Context: an optimization exercise on an open-source flow, tuned for small area. The choices shown serve that exercise and are no tape-out recipe.
Where RTL was checked, it was by simulation tests only, not by an equivalence proof against the original.
The RTL of runs 1, 2 and 5 was laid out without a check of its function.
Power figures rest on the tool's default switching activity, not on a simulated workload.

## flow/run.sh

```bash
#!/bin/bash
# synth_recipe.tcl (not shown) runs the flow's synth.tcl, then flattens the netlist and writes it again
# the make line also repeats each setting of config.mk as NAME=value (left out here)
make -C /OpenROAD-flow-scripts/flow DESIGN_CONFIG=/design/flow/config.mk WORK_HOME=/design/flow/orfs CLKGATE_MAP_FILE= SYNTH_SCRIPT=/design/flow/synth_recipe.tcl finish
```

## flow/config.mk

```make
export PLATFORM = sky130hd
export DESIGN_NAME = mastermind_top
export DESIGN_NICKNAME = mastermind_top
export VERILOG_FILES = /design/flow/design.v
export SDC_FILE = /design/flow/constraint.sdc
export NUM_CORES = 4
export LEC_CHECK = 0
export ABC_AREA = 1
export CAP_MARGIN = 20
export CORE_MARGIN = 2
export CORE_UTILIZATION = 40
export CTS_BUF_LIST = sky130_fd_sc_hd__clkbuf_8
export SLEW_MARGIN = 20
```

## flow/constraint.sdc

```tcl
create_clock -name core_clock -period 10.0 [get_ports {clk}]
set_input_delay 2.0000 -clock core_clock [delete_from_list [all_inputs] [get_ports {clk}]]
set_output_delay 2.0000 -clock core_clock [all_outputs]
set_load 0.01 [all_outputs]
```

## flow/design.v

```verilog
module debouncer (
    input      clk,
    input      rst_n,
    input      btn_n,
    output reg pulse
);
reg [4:0] sh;   
always @(posedge clk) begin
    if (!rst_n) begin
        sh    <= 5'd0;
        pulse <= 1'b0;
    end else begin
        sh    <= {sh[3:0], ~btn_n};
        pulse <= sh[3] & ~sh[4];
    end
end
endmodule
module mastermind (
    input            clk,
    input            rst_n,
    input            enterA,
    input            enterB,
    input      [2:0] letterIn,
    output reg [7:0] LEDX,
    output     [7:0] disp3,
    output     [7:0] disp2,
    output     [7:0] disp1,
    output     [7:0] disp0
);
  localparam [3:0] WAIT   = 4'd0,
                   SCORE  = 4'd1,
                   MAKER  = 4'd2,
                   CODE   = 4'd3,    
                   CODE4  = 4'd4,    
                   BREAK  = 4'd5,
                   TRIES  = 4'd6,
                   GUESS  = 4'd7,    
                   GUESS4 = 4'd8,
                   CHECK  = 4'd9,
                   REVEAL = 4'd10,
                   ADD    = 4'd11,
                   FINISH = 4'd12;
  localparam [4:0] LO_CLR  = 5'b01111;
  localparam [4:0] LO_LAST = 5'b10100;   
  localparam [2:0] C_A = 3'b000, C_C = 3'b110, C_E = 3'b010, C_F = 3'b011,
                   C_H = 3'b001, C_L = 3'b111, C_U = 3'b101;
  localparam [6:0] S_OFF  = 7'b1111111, S_LINE = 7'b0111111,
                   S_ZERO = 7'b1000000, S_ONE  = 7'b1111001,
                   S_TWO  = 7'b0100100, S_THREE= 7'b0110000,
                   S_B    = 7'b0000011, S_P    = 7'b0001100;
  reg  [3:0] st;
  reg  [4:0] lo;          
  reg  [1:0] hi;          
  reg        maker;       
  reg  [1:0] ptA, ptB;
  reg  [1:0] used_tries;  
  reg  [2:0] h3, h2, h1, h0;
  reg  [2:0] g3, g2, g1, g0;
  wire lo_last = (lo[4] & ~lo[3] & ~lo[1] & ~lo[0]);
  wire te      = (hi == 2'd3) & lo_last;
  wire mk_btn  = maker ? enterA : enterB;
  wire br_btn  = maker ? enterB : enterA;
  wire entry   = (st == CODE) | (st == GUESS);
  wire shown4  = (st == CODE4) | (st == GUESS4);
  wire btn     = (st == CODE || st == CODE4) ? mk_btn : br_btn;
  wire press   = btn & (|letterIn);
  reg [2:0] lcode;
  always @(*) begin
    case (letterIn)
      3'd1: lcode = C_A;
      3'd2: lcode = C_C;
      3'd3: lcode = C_E;
      3'd4: lcode = C_F;
      3'd5: lcode = C_H;
      3'd6: lcode = C_L;
      default: lcode = C_U;
    endcase
  end
  reg [3:0] ex, mi;
  reg [3:0] used;
  always @(*) begin
    ex[3] = (g3 == h3);
    ex[2] = (g2 == h2);
    ex[1] = (g1 == h1);
    ex[0] = (g0 == h0);
    used = ex;
    mi = 4'b0;
    if (!ex[3]) begin
      if      (g3 == h2 && !used[2]) begin mi[3] = 1'b1; used[2] = 1'b1; end
      else if (g3 == h1 && !used[1]) begin mi[3] = 1'b1; used[1] = 1'b1; end
      else if (g3 == h0 && !used[0]) begin mi[3] = 1'b1; used[0] = 1'b1; end
    end
    if (!ex[2]) begin
      if      (g2 == h3 && !used[3]) begin mi[2] = 1'b1; used[3] = 1'b1; end
      else if (g2 == h1 && !used[1]) begin mi[2] = 1'b1; used[1] = 1'b1; end
      else if (g2 == h0 && !used[0]) begin mi[2] = 1'b1; used[0] = 1'b1; end
    end
    if (!ex[1]) begin
      if      (g1 == h3 && !used[3]) begin mi[1] = 1'b1; used[3] = 1'b1; end
      else if (g1 == h2 && !used[2]) begin mi[1] = 1'b1; used[2] = 1'b1; end
      else if (g1 == h0 && !used[0]) begin mi[1] = 1'b1; used[0] = 1'b1; end
    end
    if (!ex[0]) begin
      if      (g0 == h3 && !used[3]) begin mi[0] = 1'b1; used[3] = 1'b1; end
      else if (g0 == h2 && !used[2]) begin mi[0] = 1'b1; used[2] = 1'b1; end
      else if (g0 == h1 && !used[1]) begin mi[0] = 1'b1; used[1] = 1'b1; end
    end
  end
  wire match_all = &ex;
  wire won       = (ptA == 2'd2) | (ptB == 2'd2);
  reg [3:0] nst;
  always @(*) begin
    nst = st;
    case (st)
      WAIT:   if (enterA | enterB) nst = SCORE;
      SCORE:  if (te) nst = MAKER;
      MAKER:  if (te) nst = CODE;
      CODE:   if (lo[3]) nst = BREAK;
              else if (press && lo[2]) nst = CODE4;
      CODE4:  if (te) nst = BREAK;
              else if (press) nst = CODE;
      BREAK:  if (te) nst = TRIES;
      TRIES:  if (te) nst = GUESS;
      GUESS:  if (lo[3]) nst = CHECK;
              else if (press && lo[2]) nst = GUESS4;
      GUESS4: if (te) nst = CHECK;
              else if (press) nst = GUESS;
      CHECK:  if (br_btn) nst = match_all ? ADD : (used_tries == 2'd2) ? REVEAL : TRIES;
      REVEAL: if (te) nst = ADD;
      ADD:    if (te) nst = won ? FINISH : SCORE;
      FINISH: if (enterA | enterB) nst = WAIT;
      default: nst = WAIT;
    endcase
  end
  always @(posedge clk) begin
    if (!rst_n) st <= WAIT;
    else        st <= nst;
  end
  always @(posedge clk) begin
    if (nst != st) begin
      lo <= (shown4 && !te) ? LO_CLR : 5'd0;
      hi <= 2'd0;
    end else if (!entry || press) begin
      if (lo_last) begin
        lo <= 5'd0;
        hi <= hi + 2'd1;
      end else
        lo <= {lo[3:0], ~(lo[4] ^ lo[2])};
    end
  end
  always @(posedge clk) begin
    if (st == WAIT) maker <= enterA;
    else if (st == ADD && te) maker <= ~maker;
  end
  always @(posedge clk) begin
    if (st == WAIT) begin
      ptA <= 2'd0;
      ptB <= 2'd0;
    end else if ((st == CHECK && br_btn && match_all && !maker) ||
                 (st == REVEAL && te && maker))
      ptA <= ptA + 2'd1;
    else if ((st == CHECK && br_btn && match_all && maker) ||
             (st == REVEAL && te && !maker))
      ptB <= ptB + 2'd1;
  end
  always @(posedge clk) begin
    if (st == WAIT || st == ADD) used_tries <= 2'd0;
    else if (st == CHECK && br_btn && !match_all && used_tries != 2'd2)
      used_tries <= used_tries + 2'd1;
  end
  always @(posedge clk) begin
    if (st == CODE && press) begin
      if (!lo[0]) h3 <= lcode;
      else if (!lo[1]) h2 <= lcode;
      else if (!lo[2]) h1 <= lcode;
      else h0 <= lcode;
    end
    if (st == GUESS && press) begin
      if (!lo[0]) g3 <= lcode;
      else if (!lo[1]) g2 <= lcode;
      else if (!lo[2]) g1 <= lcode;
      else g0 <= lcode;
    end
  end
  function [6:0] seg;
    input [2:0] q;
    seg = {q[2], 2'b00, ~q[2] & (~q[1] | q[0]), q[1], q[1], q[0] & (q[2] | ~q[1])};
  endfunction
  function [6:0] num;
    input [1:0] n;
    case (n)
      2'd1: num = S_ONE;
      2'd2: num = S_TWO;
      2'd3: num = S_THREE;
      default: num = S_ZERO;
    endcase
  endfunction
  reg       l3, l2, l1, l0;
  reg [2:0] q3, q2, q1, q0;
  reg [6:0] s3, s2, s1, s0;
  always @(*) begin
    l3 = 1'b0; l2 = 1'b0; l1 = 1'b0; l0 = 1'b0;
    q3 = g3; q2 = g2; q1 = g1; q0 = g0;
    s3 = S_OFF; s2 = S_OFF; s1 = S_LINE; s0 = S_OFF;
    LEDX = 8'h00;
    case (st)
      WAIT:   begin l2 = 1'b1; q2 = C_A; s0 = S_B; end
      SCORE, ADD:
              begin s2 = num(ptA); s0 = num(ptB); end
      FINISH: begin s2 = num(ptA); s0 = num(ptB);
                    if (hi == 2'd0) LEDX = 8'hff; end
      MAKER:  begin s2 = S_P; if (maker) begin l0 = 1'b1; q0 = C_A; end else s0 = S_B; end
      BREAK:  begin s2 = S_P; if (!maker) begin l0 = 1'b1; q0 = C_A; end else s0 = S_B; end
      TRIES:  begin l2 = 1'b1; q2 = C_L; s0 = num(2'd3 - used_tries); end
      CODE:   begin
                s1 = S_OFF;
                q3 = h3; q2 = h2; q1 = h1;
                if (lo[3]) ;
                else if (lo[2]) begin s3 = S_LINE; s2 = S_LINE; l1 = 1'b1; end
                else if (lo[1]) begin s3 = S_LINE; l2 = 1'b1; end
                else if (lo[0]) l3 = 1'b1;
              end
      CODE4:  begin s3 = S_LINE; s2 = S_LINE; l0 = 1'b1; q0 = h0; end
      GUESS:  begin
                s1 = S_OFF;
                l3 = lo[0]; l2 = lo[1]; l1 = lo[2]; l0 = lo[3];
              end
      GUESS4: begin l3 = 1'b1; l2 = 1'b1; l1 = 1'b1; l0 = 1'b1; end
      CHECK:  begin l3 = 1'b1; l2 = 1'b1; l1 = 1'b1; l0 = 1'b1;
                    LEDX = {ex[3], ex[3] | mi[3], ex[2], ex[2] | mi[2],
                            ex[1], ex[1] | mi[1], ex[0], ex[0] | mi[0]}; end
      REVEAL: begin l3 = 1'b1; l2 = 1'b1; l1 = 1'b1; l0 = 1'b1;
                    q3 = h3; q2 = h2; q1 = h1; q0 = h0; end
      default: ;
    endcase
  end
  assign disp3 = {1'b1, l3 ? seg(q3) : s3};
  assign disp2 = {1'b1, l2 ? seg(q2) : s2};
  assign disp1 = {1'b1, l1 ? seg(q1) : s1};
  assign disp0 = {1'b1, l0 ? seg(q0) : s0};
endmodule
module mastermind_top (
    input        clk,
    input        rst,         
    input        enterA,      
    input        enterB,      
    input  [2:0] letterIn,
    output [7:0] led,
    output [7:0] disp3,
    output [7:0] disp2,
    output [7:0] disp1,
    output [7:0] disp0
);
    wire pa, pb;
    debouncer dbA (.clk(clk), .rst_n(rst), .btn_n(enterA), .pulse(pa));
    debouncer dbB (.clk(clk), .rst_n(rst), .btn_n(enterB), .pulse(pb));
    mastermind game (
        .clk(clk), .rst_n(rst), .enterA(pa), .enterB(pb), .letterIn(letterIn),
        .LEDX(led), .disp3(disp3), .disp2(disp2), .disp1(disp1), .disp0(disp0)
    );
endmodule
```

==> results.py, run 1 <==
metrics = {
    "run_status": {
        "status": "no timing/DRC/antenna violations",
    },
    "floorplanning": {
        "start_util_pct": 41.39,
        "die_w_um": 107.6,
        "core_um2": 10370,
        "ioPinCount": 47,
        "die_h_um": 107.6,
        "rows": 37,
        "die-area_um2": 11570,
    },
    "cells_and_area": {
        "num-fill-cells": 1052,
        "fin_cells": 778,
        "finalInstanceArea_um2": 4858,
        "num-nets-final": 666,
        "n_antenna_cell": 0,
        "drive_above_1_share_pct": 7.477,
        "area_growth_pct": 13.21,
    },
    "critical_path": {
        "slowest_stage": "clkdlybuf4s50_1",
        "cp_cell_sequence": "inv_2 -> nand2_2 -> inv_1 -> nand2_1 -> nand2_1 -> nor2_1 -> inv_1 -> o21ai_0 -> o21ai_0 -> o211ai_1 -> clkdlybuf4s50_1",
        "worstPathRequired_ps": 8000,
        "r2r_end": "game.lo[2]",
        "cp.arrival_ps": 3120,
        "worst-path-max-fanout": 15,
        "rr_startpoint": "game.st[3]",
        "r2r_cells": 11,
        "slowest_delay_ps": 570,
        "r2r_slack_ps": 7170,
        "crit_type": "reg2out",
        "critPathLaunchType": "flop",
        "cp-end-kind": "output pin",
    },
    "grt": {
        "grt_overflow_total": 0,
        "grt_pass1_wl_um": 18640,
        "antenna_found_initial": 0,
        "grt.total_usage_pct": 20.58,
        "grt_pass1_vias": 3774,
        "grt_max_degree": 19,
    },
    "timing": {
        "finalHoldViolations": 0,
        "finalCritPeriodShare_pct": 51.22,
        "finalSetupViolCount": 0,
        "rsz0062_at_grt": "false",
        "skew_ps": 21.83,
        "relSlewSlack_pct": 35.16,
        "finalSetupTns_ps": 0,
        "final_max_slew_viol_count": 0,
        "tightest_slew_ps": 962.4,
        "whs_ps": 371.4,
        "min_period_ps": 5122,
        "fmax_mhz": 195.2,
    },
    "synthesis": {
        "ys.warnings.count": 2,
        "async_flop_share_pct": 0,
        "synth_top_family_by_area": "simple AND/OR/NAND/NOR gates",
        "ys_ff_latch": 54,
        "synth_top_area_share_pct": 20.99,
        "synth.avg_cell_area_um2": 6.956,
        "synth_mux_area_share_pct": 0.4956,
        "synth.cell_area_um2": 4292,
        "yosys.area.top_type": "edfxtp_1",
        "synth-simple-area-share_pct": 30.61,
        "synth_xor_area_share_pct": 7.143,
        "synthTopCellsByArea": "edfxtp_1 21%, nand2_1 14%, dfxtp_1 11%, inv_1 7.2%, ha_1 5.2%",
        "synth_edf_count": 30,
        "synthAdderAreaFrac_pct": 5.248,
        "syn-instance-count": 617,
        "ys.flop_type": "edfxtp_1",
        "synth_compound_area_share_pct": 12.48,
        "yosysSeqAreaShare_pct": 32.19,
        "synth_cell_types": 49,
    },
    "place": {
        "gp_congestion": 0.9472,
        "dp_cells": 770,
        "post-dp-hpwl_um": 9184,
        "port_buffers": 42,
        "placed_cell_area_um2": 4742,
    },
    "drt": {
        "viasPerCell": 5.076,
        "drcViolationCount": 0,
        "wl_per_cell_um": 14.92,
        "dr.pass1.iters": 5,
        "wirelength_um": 11600,
        "vias": 3949,
        "antenna_left": 0,
        "drt_iter0_markers": 205,
    },
    "run": {
        "drv_cap": 0,
    },
    "cts": {
        "cts_made_buffers": 5,
        "cts-root-buf": "clkbuf_8",
        "cts.hold.buffers_added": 0,
        "cts_buffer_depth": 2,
        "cts_tree": "built",
        "numClockSinks": 54,
        "cts.reportedPaths.clkPinSlew_ps": 120,
        "clock_latency_ps": 330,
        "post_cts_resized": 0,
        "postCtsSetupRepairBufs": 0,
        "cts.htree.levels": 2,
    },
    "pwr": {
        "irDropWorstVdd_mv": 0.1088,
        "power_uw": 515.2,
        "p_per_area_nw_per_um2": 106.0,
        "p_leak_nw": 2.335,
    },
    "hold_path": {
        "hp-class": "reg2reg",
        "worstHoldPathCells": 1,
        "min-delay-start": "dbB.sh[4]",
        "min_to": "dbB.pulse",
    },
}
==> cell usage after synthesis (7+ instances only) <==
library cell and instances:
xor2_1 19, nor3_1 11, xnor2_1 16, edfxtp_1 30
inv_2 11, nand3_1 30, clkbuf_1 7, nand2_2 9
nand2_1 158, buf_4 8, nor2_1 54, ha_1 18
o21ai_0 45, dfxtp_1 24, a21oi_1 21, inv_1 82
buf_2 13
==> cell type report <==
| class | count | area [um2] | share of cell area (%) |
|---|---|---|---|
| multi-input combinational | 444 | 2417 | 49.76 |
| sequential | 54 | 1381 | 28.43 |
| timing repair buffer | 42 | 420.4 | 8.653 |
| inverter | 94 | 352.8 | 7.262 |
| tap | 136 | 170.2 | 3.502 |
| clock buffer | 5 | 68.82 | 1.416 |
| clock inverter | 3 | 47.55 | 0.9786 |
==> per-stage QoR <==
| step | utilization, % | worst slack (ps) |
|---|---|---|
| final | 46.85 | 4878 |
| after global routing | 46.85 | 4536 |
| after CTS | 46.85 | 4886 |
| after detailed placement | 45.73 | 5250 |
| after global placement | 45.73 | 5368 |
| after floorplan | - | 6203 |
==> cell families after synthesis <==
logic type,after synthesis
buffers and inverters,122
multiplexers,2
XOR/XNOR,35
AO/OA/AOI/OAI,93
AND/OR/NAND/NOR,292
flip-flops,54
other,1
adder cells (fa/ha/maj),18
==> flip-flops by register name, indices dropped and copies added (netlist names), 3 cells and up <==
signal   cells
dbA.sh       5
dbB.sh       5
game.lo      5
game.st      4
game.g0      3
game.g1      3
game.g2      3
game.g3      3
game.h0      3
game.h1      3
game.h2      3
game.h3      3
==> worst max-delay path by stage <==
| stage | from | endpoint | slack (ps) | cells past startpoint |
|---|---|---|---|---|
| final | game.st[2] | disp2[3] | 4880 | 11 |
| after CTS | game.st[2] | disp2[3] | 4890 | 11 |
| after detailed placement | game.st[2] | disp2[3] | 5250 | 11 |
| after global routing | game.st[2] | disp2[3] | 4540 | 11 |
| after global placement | game.st[3] | disp2[3] | 5370 | 11 |
| after floorplan | game.st[2] | disp0[0] | 6200 | 10 |
==> report_power, final <==
group          total [mW]  switching (mW)  internal (mW)
clock               0.157          0.0814         0.0761
combinational      0.0839          0.0530         0.0309
sequential          0.274          0.0199          0.254
==> worst max-delay path, delay by kind of cell, from the launching register on <==
kind	cells	cell delay, ps
AO/OA/AOI/OAI	3	700
AND/OR/NAND/NOR	4	820
flip-flops	1	450
buffers and inverters	4	840
==> per-layer routing <==
layer / part of all wire [%] / vias to the layer above / GRT usage (%)
li1: - / 2018 / -
met5: 0 / - / 0
met2: 47 / 105 / 34.28
met3: 4.3 / 18 / 2.542
met1: 47 / 1808 / 27.83
met4: 2.0 / 0 / 6.319
==> layout by cell type, fill, tap and decap left out, types with 3 or more instances in the layout <==
cell type	count
nor4_1	4
ha_1	18
nand4_1	6
edfxtp_1	30
nor2_4	3
nor2_2	6
nand3_1	30
inv_1	82
clkdlybuf4s50_1	42
xor2_1	19
a22oi_1	4
o211ai_1	3
nand2_2	9
clkbuf_8	5
nand2_1	158
nor2_1	54
o22ai_1	3
conb_1	4
a21oi_1	21
nand2_4	3
o21ai_0	45
dfxtp_1	24
inv_2	11
xnor2_1	16
nor3_1	11
nand3_2	3
==> run 2, diff against run 1 <==
--- a/flow/design.v
+++ b/flow/design.v
@@ -1,32 +1,32 @@
-module debouncer (
-    input      clk,
-    input      rst_n,
-    input      btn_n,
-    output reg pulse
+module mastermind_top (
+    input        clk,
+    input        rst,         
+    input        enterA,      
+    input        enterB,      
+    input  [2:0] letterIn,
+    output [7:0] led,
+    output [7:0] disp3,
+    output [7:0] disp2,
+    output [7:0] disp1,
+    output [7:0] disp0
 );
-reg [4:0] sh;   
-always @(posedge clk) begin
-    if (!rst_n) begin
-        sh    <= 5'd0;
-        pulse <= 1'b0;
+  reg [4:0] shA, shB;    
+  reg       pa, pb;      
+  always @(posedge clk) begin
+    if (!rst) begin
+      shA <= 5'd0;
+      shB <= 5'd0;
+      pa  <= 1'b0;
+      pb  <= 1'b0;
     end else begin
-        sh    <= {sh[3:0], ~btn_n};
-        pulse <= sh[3] & ~sh[4];
-    end
-end
-endmodule
-module mastermind (
-    input            clk,
-    input            rst_n,
-    input            enterA,
-    input            enterB,
-    input      [2:0] letterIn,
-    output reg [7:0] LEDX,
-    output     [7:0] disp3,
-    output     [7:0] disp2,
-    output     [7:0] disp1,
-    output     [7:0] disp0
-);
+      shA <= {shA[3:0], ~enterA};
+      shB <= {shB[3:0], ~enterB};
+      pa  <= shA[3] & ~shA[4];
+      pb  <= shB[3] & ~shB[4];
+    end
+  end
+  reg [7:0] LEDX;
+  assign led = LEDX;
   localparam [3:0] WAIT   = 4'd0,
                    SCORE  = 4'd1,
                    MAKER  = 4'd2,
@@ -58,8 +58,8 @@
   reg  [2:0] g3, g2, g1, g0;
   wire lo_last = (lo[4] & ~lo[3] & ~lo[1] & ~lo[0]);
   wire te      = (hi == 2'd3) & lo_last;
-  wire mk_btn  = maker ? enterA : enterB;
-  wire br_btn  = maker ? enterB : enterA;
+  wire mk_btn  = maker ? pa : pb;
+  wire br_btn  = maker ? pb : pa;
   wire entry   = (st == CODE) | (st == GUESS);
   wire shown4  = (st == CODE4) | (st == GUESS4);
   wire btn     = (st == CODE || st == CODE4) ? mk_btn : br_btn;
@@ -112,7 +112,7 @@
   always @(*) begin
     nst = st;
     case (st)
-      WAIT:   if (enterA | enterB) nst = SCORE;
+      WAIT:   if (pa | pb) nst = SCORE;
       SCORE:  if (te) nst = MAKER;
       MAKER:  if (te) nst = CODE;
       CODE:   if (lo[3]) nst = BREAK;
@@ -128,12 +128,12 @@
       CHECK:  if (br_btn) nst = match_all ? ADD : (used_tries == 2'd2) ? REVEAL : TRIES;
       REVEAL: if (te) nst = ADD;
       ADD:    if (te) nst = won ? FINISH : SCORE;
-      FINISH: if (enterA | enterB) nst = WAIT;
+      FINISH: if (pa | pb) nst = WAIT;
       default: nst = WAIT;
     endcase
   end
   always @(posedge clk) begin
-    if (!rst_n) st <= WAIT;
+    if (!rst) st <= WAIT;
     else        st <= nst;
   end
   always @(posedge clk) begin
@@ -149,7 +149,7 @@
     end
   end
   always @(posedge clk) begin
-    if (st == WAIT) maker <= enterA;
+    if (st == WAIT) maker <= pa;
     else if (st == ADD && te) maker <= ~maker;
   end
   always @(posedge clk) begin
@@ -239,23 +239,3 @@
   assign disp1 = {1'b1, l1 ? seg(q1) : s1};
   assign disp0 = {1'b1, l0 ? seg(q0) : s0};
 endmodule
-module mastermind_top (
-    input        clk,
-    input        rst,         
-    input        enterA,      
-    input        enterB,      
-    input  [2:0] letterIn,
-    output [7:0] led,
-    output [7:0] disp3,
-    output [7:0] disp2,
-    output [7:0] disp1,
-    output [7:0] disp0
-);
-    wire pa, pb;
-    debouncer dbA (.clk(clk), .rst_n(rst), .btn_n(enterA), .pulse(pa));
-    debouncer dbB (.clk(clk), .rst_n(rst), .btn_n(enterB), .pulse(pb));
-    mastermind game (
-        .clk(clk), .rst_n(rst), .enterA(pa), .enterB(pb), .letterIn(letterIn),
-        .LEDX(led), .disp3(disp3), .disp2(disp2), .disp1(disp1), .disp0(disp0)
-    );
-endmodule
--- a/flow/config.mk
+++ b/flow/config.mk
@@ -8,6 +8,6 @@
 export ABC_AREA = 1
 export CAP_MARGIN = 20
 export CORE_MARGIN = 2
-export CORE_UTILIZATION = 40
+export CORE_UTILIZATION = 65
 export CTS_BUF_LIST = sky130_fd_sc_hd__clkbuf_8
 export SLEW_MARGIN = 20
==> run 2 against run 1 <==
Net effect: still clean; non-clock buffer count unchanged; via count increased by 4.8%; hold slack better by 22 ps; clock power shrank 22%; sequential power about the same; critical path depth shrank 2; critical path type unchanged; largest power group unchanged.
==> results.py, run 2 <==
metrics = {
    "run_status": {
        "status": "no timing/DRC/antenna violations",
    },
    "cts": {
        "postCtsSetupRepairBufs": 0,
        "clock_latency_ps": 310,
        "cts.htree.levels": 2,
        "cts_buffer_depth": 2,
        "cts.reportedPaths.clkPinSlew_ps": 100,
        "cts_made_buffers": 5,
        "cts_tree": "built",
        "cts.hold.buffers_added": 0,
        "numClockSinks": 54,
        "cts-root-buf": "clkbuf_8",
        "post_cts_resized": 0,
    },
    "critical_path": {
        "critPathBufInv": 2,
        "worst-path-max-fanout": 14,
        "slowest_delay_ps": 650,
        "critPathLaunchType": "flop",
        "crit_type": "reg2out",
        "worstPathRequired_ps": 8000,
        "cp-end-kind": "output pin",
        "slowest_stage": "dfxtp_1",
        "cp.arrival_ps": 3040,
        "crit_top_cell": "nand2_1",
        "cp_cell_sequence": "nand2_4 -> inv_2 -> nand2_1 -> nand2_1 -> nor2_1 -> a221oi_2 -> o21ai_0 -> o211ai_1 -> clkdlybuf4s50_1",
        "critical_path.top_delay_family": "simple AND/OR/NAND/NOR gates",
    },
    "floorplanning": {
        "start_util_pct": 68.09,
        "rows": 29,
        "die_h_um": 86.02,
        "core_um2": 6422,
        "ioPinCount": 47,
        "die_w_um": 86.02,
        "die-area_um2": 7399,
    },
    "synthesis": {
        "async_flop_share_pct": 0,
        "ys.warnings.count": 1,
        "syn-instance-count": 623,
        "synth_common_cells": "141 x nand2_1, 94 x inv_1, 60 x nor2_1",
        "synth.avg_cell_area_um2": 7.019,
        "ys_ff_latch": 54,
        "synth_top_area_share_pct": 20.60,
        "synthTopCellsByArea": "edfxtp_1 21%, nand2_1 12%, dfxtp_1 11%, inv_1 8.1%, nor2_1 5.2%",
        "synth_cell_types": 48,
        "yosys.area.top_type": "edfxtp_1",
        "synth.cell_area_um2": 4373,
        "synth_edf_count": 30,
        "yosysSeqAreaShare_pct": 31.59,
        "synth_most_common_cell": "nand2_1",
        "ys.flop_type": "edfxtp_1",
    },
    "cells_and_area": {
        "final_common_cell": "nand2_1",
        "drive_above_1_share_pct": 9.583,
        "n_antenna_cell": 0,
        "finalInstanceArea_um2": 4831,
        "area_growth_pct": 10.47,
        "top_regs": "lo (5), shA (5), shB (5)",
        "mostFrequentLayoutCells": "141 x nand2_1, 94 x inv_1, 60 x nor2_1, 42 x clkdlybuf4s50_1, 40 x o21ai_0",
        "num-nets-final": 670,
    },
    "pwr": {
        "p_per_area_nw_per_um2": 100.2,
        "irDropWorstVdd_mv": 0.1149,
        "p_leak_nw": 2.376,
    },
    "timing": {
        "fmax_mhz": 198.5,
        "final_max_slew_viol_count": 0,
        "finalCritPeriodShare_pct": 50.37,
        "relSlewSlack_pct": 37.84,
        "finalSetupViolCount": 0,
        "tightest_slew_ps": 922.7,
        "finalSetupTns_ps": 0,
        "rsz0062_at_grt": "false",
        "finalHoldViolations": 0,
        "skew_ps": 10.48,
        "min_period_ps": 5037,
    },
    "run": {
        "drv_cap": 0,
    },
    "drt": {
        "drcViolationCount": 0,
        "wirelength_um": 10840,
        "viasPerCell": 5.718,
        "dr.pass1.iters": 5,
        "wl_per_cell_um": 14.98,
        "vias": 4140,
        "drt_iter0_markers": 405,
        "antenna_left": 0,
    },
    "place": {
        "gp_congestion": 0.9578,
        "post-dp-hpwl_um": 8688,
        "placed_cell_area_um2": 4740,
        "port_buffers": 42,
    },
    "grt": {
        "grt_overflow_total": 0,
        "grt.total_usage_pct": 29.82,
        "antenna_found_initial": 0,
        "grt_pass1_wl_um": 17640,
        "grt_max_degree": 19,
        "grt_pass1_vias": 3818,
    },
    "hold_path": {
        "hp-class": "reg2reg",
    },
}
[run 2: final timing paths]
path,from,end,depth (start not counted),slack [ps]
max,st[3],disp2[3],9,4960
min,shA[4],pa,1,390
max reg2reg,lo[1],lo[4],11,7170
min reg2reg,shA[4],pa,1,390
[run 2: kinds of logic (layout without fill, tap and decap cells)]
logic type | Yosys count | in the layout | share of synthesized area [%]
AO/OA/AOI/OAI | 97 | 97 | 12.79
XOR/XNOR | 34 | 34 | 6.810
adder cells (fa/ha/maj) | 17 | 17 | 4.864
buffers and inverters | 131 | 152 | 12.50
flip-flops | 54 | 54 | 31.59
multiplexers | 1 | 1 | 0.2575
other | 1 | 4 | 0.08575
AND/OR/NAND/NOR | 288 | 288 | 31.10
[run 2: report_power, final]
group	leakage, nW	switching (mW)	internal, mW	total [mW]
logic	1.85	0.0534	0.0358	0.0893
clock network	0.0451	0.0722	0.0505	0.123
registers	0.478	0.0191	0.253	0.272
total	2.38	0.145	0.339	0.484
[run 2: worst register-to-register path, cell delays in order (launching register included)]
cell and delay, ps:
edfxtp_1 530, nor2_1 180, nand3_1 410, nand2_1 220, o21ai_0 100, nand3b_1 170, nor2_1 230, nand3_2 120
nand2_2 80, nand2_2 80, nor2_4 140, nand4_1 260
[run 2: metrics by stage]
stage | cells | power, mW | hold slack [ps] | worst slack (ps) | utilization, %
finish | 724 | 0.4842 | 393.6 | 4963 | 75.22
global route | 724 | 0.5060 | 410.1 | 4725 | 75.22
CTS | 724 | 0.4845 | 396.1 | 5040 | 75.22
detailed placement | 716 | 0.3649 | 373.8 | 5394 | 73.80
global placement | 716 | 0.3613 | 371.6 | 5484 | 73.80
floorplan | 626 | 0.3406 | 368.0 | 6251 | -
[run 2: layout make-up]
type / instances / area, um2
timing repair buffer: 42 / 420.4
sequential: 54 / 1381
multi-input combinational: 441 / 2456
clock inverter: 3 / 22.52
tap: 77 / 96.34
clock buffer: 5 / 68.82
inverter: 102 / 385.4
fill: 515 / 1592
[run 2: metal layers]
metal  routed length [um]  vias up  GRT usage [%]
met2                 5079      203          50.11
met4                  209        0          9.091
met1                 4750     1898          39.81
met3                  803       20          4.235
met5                    0        -              0
li1                     -     2019              -
==> run 3, diff against run 2 <==
--- a/flow/design.v
+++ b/flow/design.v
@@ -14,15 +14,15 @@
   reg       pa, pb;      
   always @(posedge clk) begin
     if (!rst) begin
-      shA <= 5'd0;
-      shB <= 5'd0;
+      shA <= 5'b01010;
+      shB <= 5'b01010;
       pa  <= 1'b0;
       pb  <= 1'b0;
     end else begin
-      shA <= {shA[3:0], ~enterA};
-      shB <= {shB[3:0], ~enterB};
-      pa  <= shA[3] & ~shA[4];
-      pb  <= shB[3] & ~shB[4];
+      shA <= {~shA[3], ~shA[2], ~shA[1], ~shA[0], ~enterA};
+      shB <= {~shB[3], ~shB[2], ~shB[1], ~shB[0], ~enterB};
+      pa  <= ~shA[3] & ~shA[4];
+      pb  <= ~shB[3] & ~shB[4];
     end
   end
   reg [7:0] LEDX;
==> run 3 against run 2 <==
Net effect: largest cell class unchanged; largest power group unchanged; sequential power up 2%; hold slack lost 20 ps; synthesized area fell by 2.8%; clock power increased by 27%; global-route usage grew 1.8 points; final area down 1.8%; utilization down 0.48 points; still clean; worst setup slack worse by 51 ps; fmax down 1.0%; wire length increased by 2.6%.
==> results.py, run 3 <==
metrics = {
    "run": {
        "drv_cap": 0,
    },
    "cts": {
        "cts-root-buf": "clkbuf_8",
        "cts_tree": "built",
        "numClockSinks": 54,
        "cts.htree.levels": 2,
        "cts_made_buffers": 5,
        "cts.hold.buffers_added": 0,
        "cts_buffer_depth": 2,
        "post_cts_resized": 0,
        "cts.reportedPaths.clkPinSlew_ps": 100,
        "postCtsSetupRepairBufs": 0,
        "clock_latency_ps": 320,
    },
    "floorplanning": {
        "core_um2": 6350,
        "die_w_um": 84.85,
        "ioPinCount": 47,
        "die_h_um": 84.85,
        "start_util_pct": 66.92,
        "die-area_um2": 7200,
        "rows": 29,
    },
    "synthesis": {
        "ys.warnings.count": 1,
        "syn-instance-count": 617,
        "yosysSeqAreaShare_pct": 32.51,
        "async_flop_share_pct": 0,
        "synth_cell_types": 48,
        "ys_ff_latch": 54,
        "synthTopCellsByArea": "edfxtp_1 21%, nand2_1 13%, dfxtp_1 11%, inv_1 7.5%, nor2_1 6.4%",
        "yosys.area.top_type": "edfxtp_1",
        "synth.avg_cell_area_um2": 6.887,
        "synth_common_cells": "147 x nand2_1, 85 x inv_1, 72 x nor2_1",
        "ys.flop_type": "edfxtp_1",
        "synth_edf_count": 30,
        "synth.cell_area_um2": 4249,
        "synth_top_area_share_pct": 21.20,
        "synth_most_common_cell": "nand2_1",
    },
    "cells_and_area": {
        "mostFrequentLayoutCells": "147 x nand2_1, 85 x inv_1, 72 x nor2_1, 45 x o21ai_0, 42 x clkdlybuf4s50_1",
        "top_regs": "lo (5), shA (5), shB (5)",
        "area_growth_pct": 11.69,
        "seqCellArea_um2": 1381,
        "multiInputGateArea_um2": 2385,
        "fin_util_pct": 74.74,
        "n_antenna_cell": 0,
        "num-fill-cells": 504,
        "finalInstanceArea_um2": 4746,
        "num-nets-final": 666,
        "fin_cells": 720,
        "drive_above_1_share_pct": 6.687,
        "final_common_cell": "nand2_1",
    },
    "timing": {
        "whs_ps": 373.1,
        "skew_ps": 12.39,
        "finalSetupTns_ps": 0,
        "tightest_slew_ps": 1097,
        "min_period_ps": 5088,
        "rsz0062_at_grt": "false",
        "finalHoldViolations": 0,
        "final_max_slew_viol_count": 0,
        "worst_slack_ps": 4912,
        "finalSetupViolCount": 0,
        "relSlewSlack_pct": 26.12,
        "finalCritPeriodShare_pct": 50.88,
        "fmax_mhz": 196.5,
    },
    "drt": {
        "drt_iter0_markers": 289,
        "wirelength_um": 11120,
        "dr.pass1.iters": 5,
        "drcViolationCount": 0,
        "vias": 4127,
        "antenna_left": 0,
        "wl_per_cell_um": 15.45,
        "viasPerCell": 5.732,
    },
    "grt": {
        "grt_overflow_total": 0,
        "grtUsageMet3_pct": 5.545,
        "grt_util_met1_pct": 38.93,
        "grt.total_usage_pct": 31.59,
        "antenna_found_initial": 0,
        "busiest_layer": "met2",
        "grt_max_degree": 19,
        "grt_pass1_wl_um": 18200,
        "grt_use_met2_pct": 55.55,
        "grt_pass1_vias": 3985,
    },
    "critical_path": {
        "cp-end-kind": "output pin",
        "critPathLaunchType": "flop",
        "worst-path-max-fanout": 14,
        "rr_startpoint": "g1[2]",
        "crit_type": "reg2out",
        "worstPathRequired_ps": 8000,
        "cp.arrival_ps": 3090,
        "startpoint": "st[3]",
    },
    "place": {
        "preCtsSetupSlack_ps": 5324,
        "placed_cell_area_um2": 4628,
        "dp_cells": 712,
        "port_buffers": 42,
        "post-dp-hpwl_um": 8774,
        "gp_congestion": 0.9712,
    },
    "pwr": {
        "p_leak_nw": 2.254,
        "p_per_area_nw_per_um2": 109.9,
        "power_uw": 521.6,
        "irDropWorstVdd_mv": 0.1289,
    },
    "run_status": {
        "status": "no timing/DRC/antenna violations",
    },
    "hold_path": {
        "min-delay-start": "shB[2]",
        "hp-class": "reg2reg",
    },
}
## run 3: cell type report
| class | instances | share of cell area [%] |
|---|---|---|
| inverter | 92 | 7.277 |
| clock inverter | 3 | 1.028 |
| sequential | 54 | 29.11 |
| multi-input combinational | 447 | 50.25 |
| timing repair buffer | 42 | 8.858 |
| clock buffer | 5 | 1.450 |
| tap | 77 | 2.030 |
## run 3: final timing paths
check              to  slack (ps)  cells past startpoint
max reg2reg     lo[4]        7080                     14
min reg2reg    shB[3]         370                      1
min            shB[3]         370                      1
max          disp2[0]        4910                      9
## run 3: cells by family (layout without fill, tap and decap cells)
logic type      Yosys count  count (layout)  synth area share, %
fa+ha+maj                17              17                5.006
simple gates            293             293                30.39
xor+xnor                 34              34                7.008
mux                       1               1               0.2650
compound gates           98              98                13.10
flops                    54              54                32.51
buf+inv                 119             142                11.63
other cells               1               4              0.08825
## run 3: per-layer routing
layer	up-vias	share of wire (%)
met4	0	2.5
li1	2019	-
met3	26	7.8
met5	-	0
met1	1897	41
met2	185	49
## run 3: worst max-delay path, stage by stage (launching register included)
cell	delay, ps
dfxtp_1	560
nand2_2	180
inv_1	80
nand2_1	80
nand2_1	310
nor2_1	130
a221oi_1	540
o21ai_0	170
o21ai_0	160
clkdlybuf4s50_1	560
## run 3: where the power goes
group	switching, mW	leakage, nW	internal, mW	total, mW
Clock	0.0798	0.0563	0.0764	0.156
Sequential	0.0232	0.479	0.254	0.277
Combinational	0.0536	1.72	0.0349	0.0885
Total	0.157	2.25	0.365	0.522
==> run 4, diff against run 3 <==
==> flow/flow/run.sh (new file) <==
#!/bin/bash
# Own layout flow: the standard flow (standard.sh) with two changes:
#  - synthesis maps logic with flow/abc.script (area-oriented ABC script),
#  - the port buffers are the smallest buffer, sky130_fd_sc_hd__buf_1.
# All output of the flow goes to flow.log in the work folder; ORFS keeps each
# step's log under orfs/logs.
set -euo pipefail
WORK=$(pwd)
export OWN_ABC_SCRIPT="$WORK/flow/abc.script"
export BUFFER_PORTS_ARGS="-buffer_cell sky130_fd_sc_hd__buf_1"
bash standard.sh SYNTH_SCRIPT="$WORK/flow/synth.tcl" \
  "BUFFER_PORTS_ARGS=$BUFFER_PORTS_ARGS" finish > "$WORK/flow.log" 2>&1
==> flow/flow/abc.script (new file) <==
&get -n
&st
&syn2
&dch
&nf
&st
&syn2
&dch
&nf
&st
&syn3
&dch
&nf
&st
&deepsyn -T 20
&dch -f
&nf -R 1000
&put
==> flow/flow/synth.tcl (new file) <==
# The standard synthesis (synth_recipe.tcl), with ABC's technology mapping
# run on an area-oriented script (abc.script beside this file) in place of
# ORFS's own abc script. Flip-flop mapping (dfflibmap) is untouched.
proc synth {args} { yosys synth -nofsm -noshare {*}$args }
proc abc {args} {
  set i [lsearch -exact $args -script]
  if { $i >= 0 } {
    set args [lreplace $args $i [expr {$i + 1}] -script $::env(OWN_ABC_SCRIPT)]
  }
  yosys abc {*}$args
}
source $::env(SCRIPTS_DIR)/synth.tcl
# left out here: clear keep_hierarchy, flatten, clean up, hide names made inside functions, write 1_2_yosys.v
==> flow/standard.sh (new file) <==
#!/bin/bash
# synth_recipe.tcl (not shown) runs the flow's synth.tcl, then flattens the netlist and writes it again
# the make line also repeats each setting of config.mk as NAME=value (left out here)
make -C /OpenROAD-flow-scripts/flow DESIGN_CONFIG=/design/flow/config.mk WORK_HOME=/design/flow/orfs CLKGATE_MAP_FILE= SYNTH_SCRIPT=/design/flow/synth_recipe.tcl "${@:-finish}"
removed: flow/run.sh
==> run 4 against run 3 <==
Net effect: via count fell by 18%; total power rose by 0.91%; sequential share of layout area rose by 5.5 points; combinational power rose by 42%; final cell count fell by 24%; clock skew fell by 6.0 ps; synthesized cell count fell by 31%; largest cell class unchanged; sequential power rose by 3%; register-to-register slack got worse by 1700 ps; global-route usage fell by 2.3 points; clock-buffer cell count did not move; flip-flop and latch count did not move.
==> results.py, run 4 <==
metrics = {
    "synthesis": {
        "yosysSeqAreaShare_pct": 37.34,
        "ys.flop_type": "edfxtp_1",
        "synth_edf_count": 30,
        "synth_common_cells": "43 x nand2_1, 42 x nor2_1, 31 x clkinv_1",
        "ys_ff_latch": 54,
        "ys.warnings.count": 1,
        "synth_most_common_cell": "nand2_1",
        "synthTopCellsByArea": "edfxtp_1 24%, dfxtp_1 13%, xnor2_1 5.9%, ha_1 5.7%, nand2_1 4.4%",
        "synth_cell_types": 50,
        "synth_top_area_share_pct": 24.35,
        "syn-instance-count": 428,
        "synth.cell_area_um2": 3700,
        "async_flop_share_pct": 0,
        "synth.avg_cell_area_um2": 8.644,
        "yosys.area.top_type": "edfxtp_1",
    },
    "drt": {
        "drcViolationCount": 0,
        "vias": 3391,
        "wl_per_cell_um": 16.41,
        "antenna_left": 0,
        "drt_iter0_markers": 309,
        "wirelength_um": 8961,
        "viasPerCell": 6.211,
        "dr.pass1.iters": 6,
    },
    "cells_and_area": {
        "final_common_cell": "nand2_1",
        "drive_above_1_share_pct": 1.477,
        "finalInstanceArea_um2": 3990,
        "area_growth_pct": 7.846,
        "n_antenna_cell": 0,
        "mostFrequentLayoutCells": "43 x nand2_1, 42 x nor2_1, 42 x buf_1, 31 x clkinv_1",
        "num-nets-final": 497,
        "top_regs": "lo (5), shA (5), shB (5)",
    },
    "cts": {
        "numClockSinks": 54,
        "cts_buffer_depth": 2,
        "cts_made_buffers": 5,
        "postCtsSetupRepairBufs": 0,
        "clock_latency_ps": 310,
        "post_cts_resized": 0,
        "cts.htree.levels": 2,
        "cts.reportedPaths.clkPinSlew_ps": 90,
        "cts.hold.buffers_added": 0,
        "cts-root-buf": "clkbuf_8",
        "cts_tree": "built",
    },
    "timing": {
        "finalSetupViolCount": 0,
        "finalCritPeriodShare_pct": 65.23,
        "skew_ps": 6.438,
        "rsz0062_at_grt": "false",
        "tightest_slew_ps": 956.0,
        "worst_slack_ps": 3477,
        "whs_ps": 362.8,
        "relSlewSlack_pct": 35.88,
        "finalSetupTns_ps": 0,
        "final_max_slew_viol_count": 0,
        "fmax_mhz": 153.3,
        "finalHoldViolations": 0,
        "min_period_ps": 6523,
    },
    "floorplanning": {
        "die_h_um": 79.45,
        "rows": 27,
        "die_w_um": 79.45,
        "ioPinCount": 47,
        "die-area_um2": 6312,
        "start_util_pct": 67.19,
        "core_um2": 5507,
    },
    "critical_path": {
        "crit_top_cell": "nand2_1",
        "slowest_delay_ps": 770,
        "r2r_cells": 11,
        "critical_path.top_delay_family": "simple AND/OR/NAND/NOR gates",
        "crit_type": "reg2out",
        "critPathLaunchType": "flop",
        "r2r_slack_ps": 5410,
        "worst-path-max-fanout": 19,
        "r2r_end": "lo[3]",
        "rr_startpoint": "st[2]",
        "worstPathRequired_ps": 8000,
        "cp_cell_sequence": "clkinv_1 -> nand2_1 -> nand2_1 -> a21oi_1 -> nand2_1 -> nor2_1 -> nor4b_1 -> nor3_1 -> clkinv_1 -> a221oi_1 -> buf_1",
        "cp-end-kind": "output pin",
        "critPathBufInv": 3,
        "slowest_stage": "dfxtp_1",
        "cp.arrival_ps": 4520,
    },
    "grt": {
        "antenna_found_initial": 0,
        "grt_pass1_vias": 2860,
        "grt_max_degree": 21,
        "grt_pass1_wl_um": 14360,
        "grt_overflow_total": 0,
        "grt.total_usage_pct": 29.27,
    },
    "hold_path": {
        "worstHoldPathCells": 1,
        "min_to": "shB[1]",
        "hp-class": "reg2reg",
        "min-delay-start": "shB[0]",
    },
    "pwr": {
        "irDropWorstVdd_mv": 0.1294,
        "power_uw": 526.3,
        "p_per_area_nw_per_um2": 131.9,
        "p_leak_nw": 1.472,
    },
    "place": {
        "gp_congestion": 0.9391,
        "preCtsSetupSlack_ps": 4036,
        "placed_cell_area_um2": 3906,
        "port_buffers": 42,
        "post-dp-hpwl_um": 6752,
    },
    "run_status": {
        "status": "no timing/DRC/antenna violations",
    },
    "run": {
        "drv_cap": 0,
    },
}
[run 4: cell type report]
type,instances,area (um2)
clock buffer,5,68.82
clock inverter,3,15.01
fill,440,1516
inverter,31,116.4
multi-input combinational,338,2153
sequential,54,1381
tap,72,90.09
timing repair buffer,43,165.2
[run 4: cell families (layout without fill, tap and decap cells)]
group	Yosys count	after routing	share of synthesized area [%]
simple gates	148	148	18.87
compound gates	119	119	20.93
flops	54	54	37.34
xor+xnor	39	39	9.232
buf+inv	39	82	4.768
fa+ha+maj	17	17	5.749
mux	11	11	3.010
other cells	1	4	0.1014
[run 4: layer usage]
layer	track usage [%]	wire [um]	share of wire, %	vias to the layer above
met5	0	0	0	-
met1	42.68	3914	44	1551
li1	-	-	-	1635
met3	3.167	739	8.2	19
met2	46.72	4182	47	186
met4	7.414	125	1.4	0
[run 4: power breakdown]
part,internal [mW],total [mW],leakage (nW),switching (mW)
Combinational,0.0490,0.126,0.947,0.0774
Sequential,0.256,0.285,0.478,0.0291
Clock,0.0476,0.115,0.0467,0.0673
[run 4: metrics by stage]
stage / util [%] / cells
finish: 72.46 / 546
global route: 72.46 / 546
CTS: 72.46 / 546
detailed placement: 70.94 / 538
global placement: 70.94 / 538
floorplan: - / 431
[run 4: worst max-delay path by stage]
stage                     start       end  slack [ps]  cells after the start
final                     st[2]  disp0[0]        3480                     11
after global routing      st[1]  disp0[0]        3230                     12
after CTS                 st[2]  disp0[0]        3660                     11
after detailed placement  st[2]  disp0[0]        4040                     11
after global placement    st[2]  disp0[0]        4190                     11
after floorplan           st[1]  disp0[0]        4910                     11
==> run 5, diff against run 4 <==
--- a/flow/design.v
+++ b/flow/design.v
@@ -14,15 +14,15 @@
   reg       pa, pb;      
   always @(posedge clk) begin
     if (!rst) begin
-      shA <= 5'b01010;
-      shB <= 5'b01010;
+      shA <= 5'd0;
+      shB <= 5'd0;
       pa  <= 1'b0;
       pb  <= 1'b0;
     end else begin
-      shA <= {~shA[3], ~shA[2], ~shA[1], ~shA[0], ~enterA};
-      shB <= {~shB[3], ~shB[2], ~shB[1], ~shB[0], ~enterB};
-      pa  <= ~shA[3] & ~shA[4];
-      pb  <= ~shB[3] & ~shB[4];
+      shA <= {shA[3:0], ~enterA};
+      shB <= {shB[3:0], ~enterB};
+      pa  <= shA[3] & ~shA[4];
+      pb  <= shB[3] & ~shB[4];
     end
   end
   reg [7:0] LEDX;
==> run 5 against run 4 <==
Net effect: global-route usage about the same; combinational power decreased by 38%; critical path depth down 2; flip-flop and latch count stayed put; via count decreased by 1.7%; clock skew grew 7.4 ps; final cell count is 1.8% lower; wire length down 1.8%; total power decreased by 5.2%; hold slack better by 28 ps; non-clock buffer count decreased by 1; first-iteration DRC count fell by 23%; critical path type unchanged; critical endpoint is now disp0[4]; largest cell class unchanged.
==> results.py, run 5 <==
metrics = {
    "run_status": {
        "status": "no timing/DRC/antenna violations",
    },
    "synthesis": {
        "ys.flop_type": "edfxtp_1",
        "async_flop_share_pct": 0,
        "ys.warnings.count": 1,
        "yosys.area.top_type": "edfxtp_1",
        "synthTopCellsByArea": "edfxtp_1 25%, dfxtp_1 13%, ha_1 5.8%, o21ai_0 4.9%, nor2_1 4.9%",
        "synth_cell_types": 45,
        "syn-instance-count": 419,
        "ys_ff_latch": 54,
        "synthAdderAreaFrac_pct": 5.840,
        "synth.avg_cell_area_um2": 8.693,
        "synth-simple-area-share_pct": 19.34,
        "synth_common_cells": "48 x nor2_1, 36 x o21ai_0, 35 x nand2_1",
        "synth_mux_area_share_pct": 3.367,
        "synth_most_common_cell": "nor2_1",
        "synth.cell_area_um2": 3642,
        "synth_top_area_share_pct": 24.73,
        "yosysSeqAreaShare_pct": 37.93,
        "synth_xor_area_share_pct": 7.935,
        "synth_top_family_by_area": "compound AO/OA/AOI/OAI gates",
        "synth_compound_area_share_pct": 20.65,
        "synth_edf_count": 30,
    },
    "timing": {
        "tightest_slew_ps": 745.0,
        "relSlewSlack_pct": 49.88,
        "finalSetupTns_ps": 0,
        "min_period_ps": 5063,
        "rsz0062_at_grt": "false",
        "finalCritPeriodShare_pct": 50.63,
        "fmax_mhz": 197.5,
        "finalHoldViolations": 0,
        "finalSetupViolCount": 0,
        "worst_slack_ps": 4937,
        "skew_ps": 13.86,
        "final_max_slew_viol_count": 0,
    },
    "drt": {
        "antenna_left": 0,
        "drt_iter0_markers": 238,
        "vias": 3335,
        "viasPerCell": 6.222,
        "dr.pass1.iters": 4,
        "wl_per_cell_um": 16.41,
        "wirelength_um": 8798,
        "drcViolationCount": 0,
    },
    "place": {
        "gp_congestion": 0.9090,
        "post-dp-hpwl_um": 6787,
        "placed_cell_area_um2": 3841,
        "port_buffers": 42,
        "preCtsSetupSlack_ps": 5384,
    },
    "cts": {
        "cts.hold.buffers_added": 0,
        "post_cts_resized": 0,
        "cts_tree": "built",
        "postCtsSetupRepairBufs": 0,
        "numClockSinks": 54,
        "clock_latency_ps": 300,
        "cts.reportedPaths.clkPinSlew_ps": 90,
        "cts_made_buffers": 5,
        "cts-root-buf": "clkbuf_8",
        "cts_buffer_depth": 2,
        "cts.htree.levels": 2,
    },
    "cells_and_area": {
        "drive_above_1_share_pct": 1.509,
        "seqCellArea_um2": 1381,
        "top_regs": "lo (5), shA (5), shB (5)",
        "multiInputGateArea_um2": 2096,
        "finalInstanceArea_um2": 3951,
        "area_growth_pct": 8.485,
        "num-fill-cells": 449,
        "mostFrequentLayoutCells": "48 x nor2_1, 42 x buf_1, 36 x o21ai_0, 35 x nand2_1, 31 x clkinv_1",
        "num-nets-final": 487,
        "n_antenna_cell": 0,
        "final_common_cell": "nor2_1",
    },
    "critical_path": {
        "crit_type": "reg2out",
        "slowest_delay_ps": 680,
        "crit_top_cell": "o21ai_0",
        "r2r_cells": 12,
        "worstPathRequired_ps": 8000,
        "worst-path-max-fanout": 15,
        "cp_cell_sequence": "xor2_1 -> nor3b_1 -> or2_0 -> o21ai_0 -> nand2b_1 -> nor2_1 -> o21ai_0 -> a21oi_1 -> buf_1",
        "cp.depth": 9,
        "cp.arrival_ps": 3060,
        "critPathBufInv": 1,
        "cp-end-kind": "output pin",
        "critical_path.top_delay_family": "simple AND/OR/NAND/NOR gates",
        "critPathLaunchType": "flop",
        "slowest_stage": "dfxtp_1",
    },
    "floorplanning": {
        "die_w_um": 78.86,
        "ioPinCount": 47,
        "die_h_um": 78.86,
        "rows": 27,
        "core_um2": 5473,
        "die-area_um2": 6218,
        "start_util_pct": 66.55,
    },
    "hold_path": {
        "hp-class": "reg2reg",
        "worstHoldPathCells": 1,
    },
    "grt": {
        "grt_pass1_vias": 2937,
        "grt_overflow_total": 0,
        "grt_pass1_wl_um": 14210,
        "grt.total_usage_pct": 29.25,
        "grt_max_degree": 23,
        "antenna_found_initial": 0,
    },
    "pwr": {
        "p_leak_nw": 1.483,
        "power_uw": 498.7,
        "p_per_area_nw_per_um2": 126.2,
        "irDropWorstVdd_mv": 0.1251,
    },
    "run": {
        "drv_cap": 0,
    },
}
[run 5: cell types whose count changed after synthesis, moves of 6 or more]
cell | before | now
nor2_1 | 42 | 48
a21oi_1 | 28 | 18
xnor2_1 | 25 | 17
o21ai_0 | 30 | 36
and2_0 | 5 | 12
nand2_1 | 43 | 35
[run 5: area by class of cell]
cell class	instances	area share, %
Tap cell	72	2.280
Sequential cell	54	34.96
Multi-Input combinational cell	329	53.04
Timing Repair Buffer	42	3.990
Clock inverter	3	1.045
Clock buffer	5	1.742
Inverter	31	2.945
[run 5: worst paths after layout]
path / startpoint / slack (ps) / end
min: shB[4] / 390 / pb
max reg2reg: st[2] / 6420 / lo[3]
max: st[2] / 4940 / disp0[4]
min reg2reg: shB[4] / 390 / pb
[run 5: worst register-to-register path: stages (launching register included)]
cell      delay [ps]
dfxtp_1          680
xor2_1           320
xnor2_1          210
mux2i_1          450
nor2_1           170
and3_1           260
o22ai_1          130
nand2_1          100
xor2_1           140
a221oi_1         510
clkinv_1         220
nor2_1           170
a21o_1           120
[run 5: per-stage QoR]
stage | util (%) | hold WS, ps | std cells
after global placement | 70.19 | 370.5 | 528
after CTS | 72.20 | 397.1 | 536
after floorplan | - | 367.4 | 422
final | 72.20 | 390.9 | 536
after detailed placement | 70.19 | 380.8 | 528
after global routing | 72.20 | 404.3 | 536
[run 5: cells by family (layout without fill, tap and decap cells)]
group	count (synthesis)	count (layout)
simple gates	150	150
compound gates	113	113
flops	54	54
buf+inv	39	81
xor+xnor	33	33
fa+ha+maj	17	17
mux	12	12
other cells	1	4
[run 5: layer usage]
layer | vias up | track usage, % | share of wire [%]
met2 | 143 | 47.78 | 45
li1 | 1603 | - | -
met4 | 0 | 6.552 | 0.94
met3 | 8 | 3.523 | 6.7
met1 | 1581 | 42.11 | 47
met5 | - | 0 | 0
[run 5: power by group]
part / internal, mW / switching [mW] / leakage [nW]
clock network: 0.0737 / 0.0657 / 0.0556
registers: 0.256 / 0.0256 / 0.477
logic: 0.0334 / 0.0443 / 0.951
total: 0.363 / 0.136 / 1.48
==> run 6, diff against run 5 <==
--- a/flow/design.v
+++ b/flow/design.v
@@ -14,15 +14,15 @@
   reg       pa, pb;      
   always @(posedge clk) begin
     if (!rst) begin
-      shA <= 5'd0;
-      shB <= 5'd0;
+      shA <= 5'b01010;
+      shB <= 5'b01010;
       pa  <= 1'b0;
       pb  <= 1'b0;
     end else begin
-      shA <= {shA[3:0], ~enterA};
-      shB <= {shB[3:0], ~enterB};
-      pa  <= shA[3] & ~shA[4];
-      pb  <= shB[3] & ~shB[4];
+      shA <= {~shA[3], ~shA[2], ~shA[1], ~shA[0], ~enterA};
+      shB <= {~shB[3], ~shB[2], ~shB[1], ~shB[0], ~enterB};
+      pa  <= ~shA[3] & ~shA[4];
+      pb  <= ~shB[3] & ~shB[4];
     end
   end
   reg [7:0] LEDX;
@@ -52,12 +52,12 @@
   reg  [4:0] lo;          
   reg  [1:0] hi;          
   reg        maker;       
-  reg  [1:0] ptA, ptB;
+  reg  [1:0] ptA, ptB;    
   reg  [1:0] used_tries;  
   reg  [2:0] h3, h2, h1, h0;
   reg  [2:0] g3, g2, g1, g0;
   wire lo_last = (lo[4] & ~lo[3] & ~lo[1] & ~lo[0]);
-  wire te      = (hi == 2'd3) & lo_last;
+  wire te      = hi[1] & ~hi[0] & lo_last;
   wire mk_btn  = maker ? pa : pb;
   wire br_btn  = maker ? pb : pa;
   wire entry   = (st == CODE) | (st == GUESS);
@@ -107,7 +107,7 @@
     end
   end
   wire match_all = &ex;
-  wire won       = (ptA == 2'd2) | (ptB == 2'd2);
+  wire won       = ptA[1] | ptB[1];
   reg [3:0] nst;
   always @(*) begin
     nst = st;
@@ -125,7 +125,7 @@
               else if (press && lo[2]) nst = GUESS4;
       GUESS4: if (te) nst = CHECK;
               else if (press) nst = GUESS;
-      CHECK:  if (br_btn) nst = match_all ? ADD : (used_tries == 2'd2) ? REVEAL : TRIES;
+      CHECK:  if (br_btn) nst = match_all ? ADD : used_tries[1] ? REVEAL : TRIES;
       REVEAL: if (te) nst = ADD;
       ADD:    if (te) nst = won ? FINISH : SCORE;
       FINISH: if (pa | pb) nst = WAIT;
@@ -137,13 +137,16 @@
     else        st <= nst;
   end
   always @(posedge clk) begin
-    if (nst != st) begin
-      lo <= (shown4 && !te) ? LO_CLR : 5'd0;
-      hi <= 2'd0;
+    if (st == WAIT || st == CHECK || (entry && (lo[3] || (press && lo[2])))) begin
+      lo <= 5'd0;
+      hi <= 2'b00;
+    end else if (shown4 && press && !te) begin
+      lo <= LO_CLR;
+      hi <= 2'b00;
     end else if (!entry || press) begin
       if (lo_last) begin
         lo <= 5'd0;
-        hi <= hi + 2'd1;
+        hi <= {hi[0], ~hi[1]};
       end else
         lo <= {lo[3:0], ~(lo[4] ^ lo[2])};
     end
@@ -158,15 +161,15 @@
       ptB <= 2'd0;
     end else if ((st == CHECK && br_btn && match_all && !maker) ||
                  (st == REVEAL && te && maker))
-      ptA <= ptA + 2'd1;
+      ptA <= {ptA[0], 1'b1};
     else if ((st == CHECK && br_btn && match_all && maker) ||
              (st == REVEAL && te && !maker))
-      ptB <= ptB + 2'd1;
+      ptB <= {ptB[0], 1'b1};
   end
   always @(posedge clk) begin
     if (st == WAIT || st == ADD) used_tries <= 2'd0;
-    else if (st == CHECK && br_btn && !match_all && used_tries != 2'd2)
-      used_tries <= used_tries + 2'd1;
+    else if (st == CHECK && br_btn && !match_all && !used_tries[1])
+      used_tries <= {used_tries[0], 1'b1};
   end
   always @(posedge clk) begin
     if (st == CODE && press) begin
@@ -186,13 +189,12 @@
     input [2:0] q;
     seg = {q[2], 2'b00, ~q[2] & (~q[1] | q[0]), q[1], q[1], q[0] & (q[2] | ~q[1])};
   endfunction
-  function [6:0] num;
+  function [6:0] pts;
     input [1:0] n;
     case (n)
-      2'd1: num = S_ONE;
-      2'd2: num = S_TWO;
-      2'd3: num = S_THREE;
-      default: num = S_ZERO;
+      2'b01: pts = S_ONE;
+      2'b11: pts = S_TWO;
+      default: pts = S_ZERO;
     endcase
   endfunction
   reg       l3, l2, l1, l0;
@@ -206,12 +208,12 @@
     case (st)
       WAIT:   begin l2 = 1'b1; q2 = C_A; s0 = S_B; end
       SCORE, ADD:
-              begin s2 = num(ptA); s0 = num(ptB); end
-      FINISH: begin s2 = num(ptA); s0 = num(ptB);
-                    if (hi == 2'd0) LEDX = 8'hff; end
+              begin s2 = pts(ptA); s0 = pts(ptB); end
+      FINISH: begin s2 = pts(ptA); s0 = pts(ptB);
+                    if (hi == 2'b00) LEDX = 8'hff; end
       MAKER:  begin s2 = S_P; if (maker) begin l0 = 1'b1; q0 = C_A; end else s0 = S_B; end
       BREAK:  begin s2 = S_P; if (!maker) begin l0 = 1'b1; q0 = C_A; end else s0 = S_B; end
-      TRIES:  begin l2 = 1'b1; q2 = C_L; s0 = num(2'd3 - used_tries); end
+      TRIES:  begin l2 = 1'b1; q2 = C_L; s0 = used_tries[1] ? S_ONE : used_tries[0] ? S_TWO : S_THREE; end
       CODE:   begin
                 s1 = S_OFF;
                 q3 = h3; q2 = h2; q1 = h1;
==> flow/flow/abc.script (replaced) <==
&get -n
&st
&deepsyn -T 20
&dch -f
&nf -R 1000 -p -F 8 -A 4 -C 32
&put
==> run 6 against run 5 <==
Net effect: sequential share of layout area up 1.2 points; die area down 8.2%; final area down 6.7%; critical path type unchanged; critical path depth up 3; non-clock buffer count up 2; still clean on timing, DRC and antenna; flip-flop and latch count unchanged; critical endpoint is now disp0[0].
==> results.py, run 6 <==
metrics = {
    "drt": {
        "wirelength_um": 8266,
        "vias": 3070,
        "viasPerCell": 6.128,
        "drt_iter0_markers": 332,
        "dr.pass1.iters": 5,
        "wl_per_cell_um": 16.50,
        "drcViolationCount": 0,
        "antenna_left": 0,
    },
    "timing": {
        "tightest_slew_ps": 1070,
        "finalCritPeriodShare_pct": 55.67,
        "finalSetupTns_ps": 0,
        "fmax_mhz": 179.6,
        "final_max_slew_viol_count": 0,
        "rsz0062_at_grt": "false",
        "finalSetupViolCount": 0,
        "skew_ps": 11.04,
        "finalHoldViolations": 0,
        "relSlewSlack_pct": 27.77,
        "min_period_ps": 5567,
    },
    "synthesis": {
        "yosysSeqAreaShare_pct": 40.00,
        "syn-instance-count": 384,
        "synth_most_common_cell": "xnor2_1",
        "ys.flop_type": "dfxtp_1",
        "synthTopCellsByArea": "edfxtp_1 23%, dfxtp_1 17%, xnor2_1 10%, o21ai_0 4.5%, nor2_1 3.9%",
        "ys.warnings.count": 1,
        "ys_ff_latch": 54,
        "synth.cell_area_um2": 3328,
        "async_flop_share_pct": 0,
        "synth_top_area_share_pct": 22.56,
        "yosys.area.top_type": "edfxtp_1",
        "synth_cell_types": 45,
        "synth_edf_count": 25,
        "synth.avg_cell_area_um2": 8.667,
        "synth_common_cells": "38 x xnor2_1, 35 x nor2_1, 34 x nand2_1",
    },
    "grt": {
        "grt_pass1_vias": 2671,
        "grt_overflow_total": 0,
        "grt.total_usage_pct": 30.26,
        "grt_pass1_wl_um": 12980,
        "grt_max_degree": 22,
        "antenna_found_initial": 0,
    },
    "floorplanning": {
        "die-area_um2": 5709,
        "core_um2": 5010,
        "rows": 26,
        "ioPinCount": 47,
        "start_util_pct": 66.43,
        "die_h_um": 75.56,
        "die_w_um": 75.56,
    },
    "pwr": {
        "combPwrFrac_pct": 51.4,
        "switching_share_pct": 45.18,
        "p_int_uw": 536.9,
        "p_clk_share_pct": 17.7,
        "p_leak_nw": 1.200,
        "irDropWorstVdd_mv": 0.1912,
        "power.switching_uw": 442.5,
        "p_per_area_nw_per_um2": 265.8,
        "pwr-share-seq_pct": 30.8,
    },
    "critical_path": {
        "slowest_delay_ps": 710,
        "cp_cell_sequence": "nand2_1 -> and3_1 -> or3_1 -> nor2_1 -> a21oi_1 -> nor2_1 -> nand2_1 -> o21ai_0 -> a21oi_1 -> nor2b_1 -> a311oi_1 -> buf_1",
        "startpoint": "st[0]",
        "critPathLaunchType": "flop",
        "worstPathRequired_ps": 8000,
        "cp.arrival_ps": 3570,
        "rr_startpoint": "st[1]",
        "critical_path.top_delay_family": "simple AND/OR/NAND/NOR gates",
        "cp-end-kind": "output pin",
        "slowest_stage": "dfxtp_1",
        "worst-path-max-fanout": 19,
        "crit_type": "reg2out",
        "critPathBufInv": 1,
    },
    "hold_path": {
        "min-delay-start": "shB[0]",
        "hp-class": "reg2reg",
    },
    "cts": {
        "cts_made_buffers": 5,
        "numClockSinks": 54,
        "cts.reportedPaths.clkPinSlew_ps": 90,
        "postCtsSetupRepairBufs": 0,
        "cts_buffer_depth": 2,
        "clock_latency_ps": 310,
        "cts.hold.buffers_added": 0,
        "post_cts_resized": 0,
        "cts_tree": "built",
        "cts-root-buf": "clkbuf_8",
        "cts.htree.levels": 2,
    },
    "run_status": {
        "status": "no timing/DRC/antenna violations",
    },
    "cells_and_area": {
        "area_growth_pct": 10.71,
        "drive_above_1_share_pct": 2.552,
        "fin_util_pct": 73.55,
        "top_regs": "lo (5), shA (5), shB (5)",
        "mostFrequentLayoutCells": "42 x buf_1, 38 x xnor2_1, 35 x nor2_1, 34 x nand2_1, 30 x o21ai_0",
        "n_antenna_cell": 0,
        "final_common_cell": "buf_1",
        "num-nets-final": 437,
    },
    "place": {
        "gp_congestion": 0.9295,
        "port_buffers": 42,
        "post-dp-hpwl_um": 6250,
    },
    "run": {
        "drv_cap": 0,
    },
}
run 6: cell count changes in the layout (fill, tap and decap cells not counted), moves of 6 or more:
cell / delta
xnor2_1: +21
clkinv_1: -20
ha_1: -17
nor2_1: -13
o221ai_1: -12
a221oi_1: -11
and2_0: -9
a21oi_1: +8
nor2b_1: +8
o21ai_0: -6
run 6: path summary, 6_finish.rpt:
path                   end  slack, ps  cells past startpoint
setup / recovery  disp0[0]       4430                     12
hold / removal      shB[1]        370                      1
setup reg to reg     st[2]       6180                      9
hold reg to reg     shB[1]        370                      1
run 6: area by class of cell:
type                       instances  area, um2
multi-input combinational        314       1909
sequential                        54       1331
fill                             413       1325
timing repair buffer              44      172.7
tap                               70      87.58
clock buffer                       6      82.58
clock inverter                     2      60.06
inverter                          11      41.29
run 6: power by group through the flow:
stage          clock network (mW)  registers, mW  logic (mW)
6_report                    0.174          0.302       0.504
5_1_grt                     0.182          0.305       0.568
4_1_cts                     0.176          0.299       0.499
3_5_place_dp                    0          0.304       0.494
3_3_place_gp                    0          0.302       0.489
2_1_floorplan                   0          0.291       0.357
run 6: cell families after synthesis:
logic type                after synthesis  share of synthesized area, %
DFF                                    54                         40.00
and+or+nand+nor                       149                         21.69
AOI/OAI and AO/OA                      99                         18.31
muxes                                  11                         3.421
buffers and inverters                  19                         3.045
other                                   1                        0.1127
xor gates and xnor gates               51                         13.42
run 6: per-layer routing:
metal | wire length [um] | track usage [%] | vias to the layer above
met2 | 3697 | 48.31 | 187
li1 | - | - | 1472
met3 | 709 | 4.630 | 14
met4 | 102 | 8.577 | 0
met1 | 3756 | 43.05 | 1397
met5 | 0 | 0 | -
run 6: stage by stage:
stage          hold WS, ps  cell area [um2]  cells  power (mW)  setup slack, ps
2_1_floorplan        343.4             3339    387      0.6474             5259
3_3_place_gp         344.8             3540    493      0.7908             4930
3_5_place_dp         351.8             3540    493      0.7980             4767
4_1_cts              374.2             3682    501      0.9735             4411
5_1_grt              381.2             3685    501       1.056             4053
6_report             369.3             3685    501      0.9794             4433

separate check: timing with driven ports:
Ports are ideal in the flow. The routed layouts listed here were re-timed in OpenROAD.
Step 1, drivers: a clkbuf_16 drives clk and a buf_2 each remaining input, both assumed.
Step 2, shift: input delay + t, output delay - t, t = (earliest + latest rising clock arrival at the registers) / 2. This alone moves slack from input paths to output paths.
a / b / c = no drivers / after step 1 / after step 2; a / b = the first two.
run | shift t [ns] | slack for setup (ns) | clock arrival spread, ns | worst slew at a driven data input, ns
run 1 | 0.349 | 4.878 / 4.846 / 5.195 | 0.022 / 0.022 | 0.03
run 2 | 0.335 | 4.963 / 4.932 / 5.266 | 0.010 / 0.011 | 0.03
run 3 | 0.344 | 4.912 / 4.881 / 5.225 | 0.015 / 0.014 | 0.03
run 4 | 0.333 | 3.477 / 3.447 / 3.779 | 0.007 / 0.007 | 0.03
run 5 | 0.325 | 4.937 / 4.907 / 5.232 | 0.015 / 0.014 | 0.03
run 6 | 0.329 | 4.433 / 4.406 / 4.734 | 0.011 / 0.011 | 0.03
After both steps every run listed still meets setup and hold.
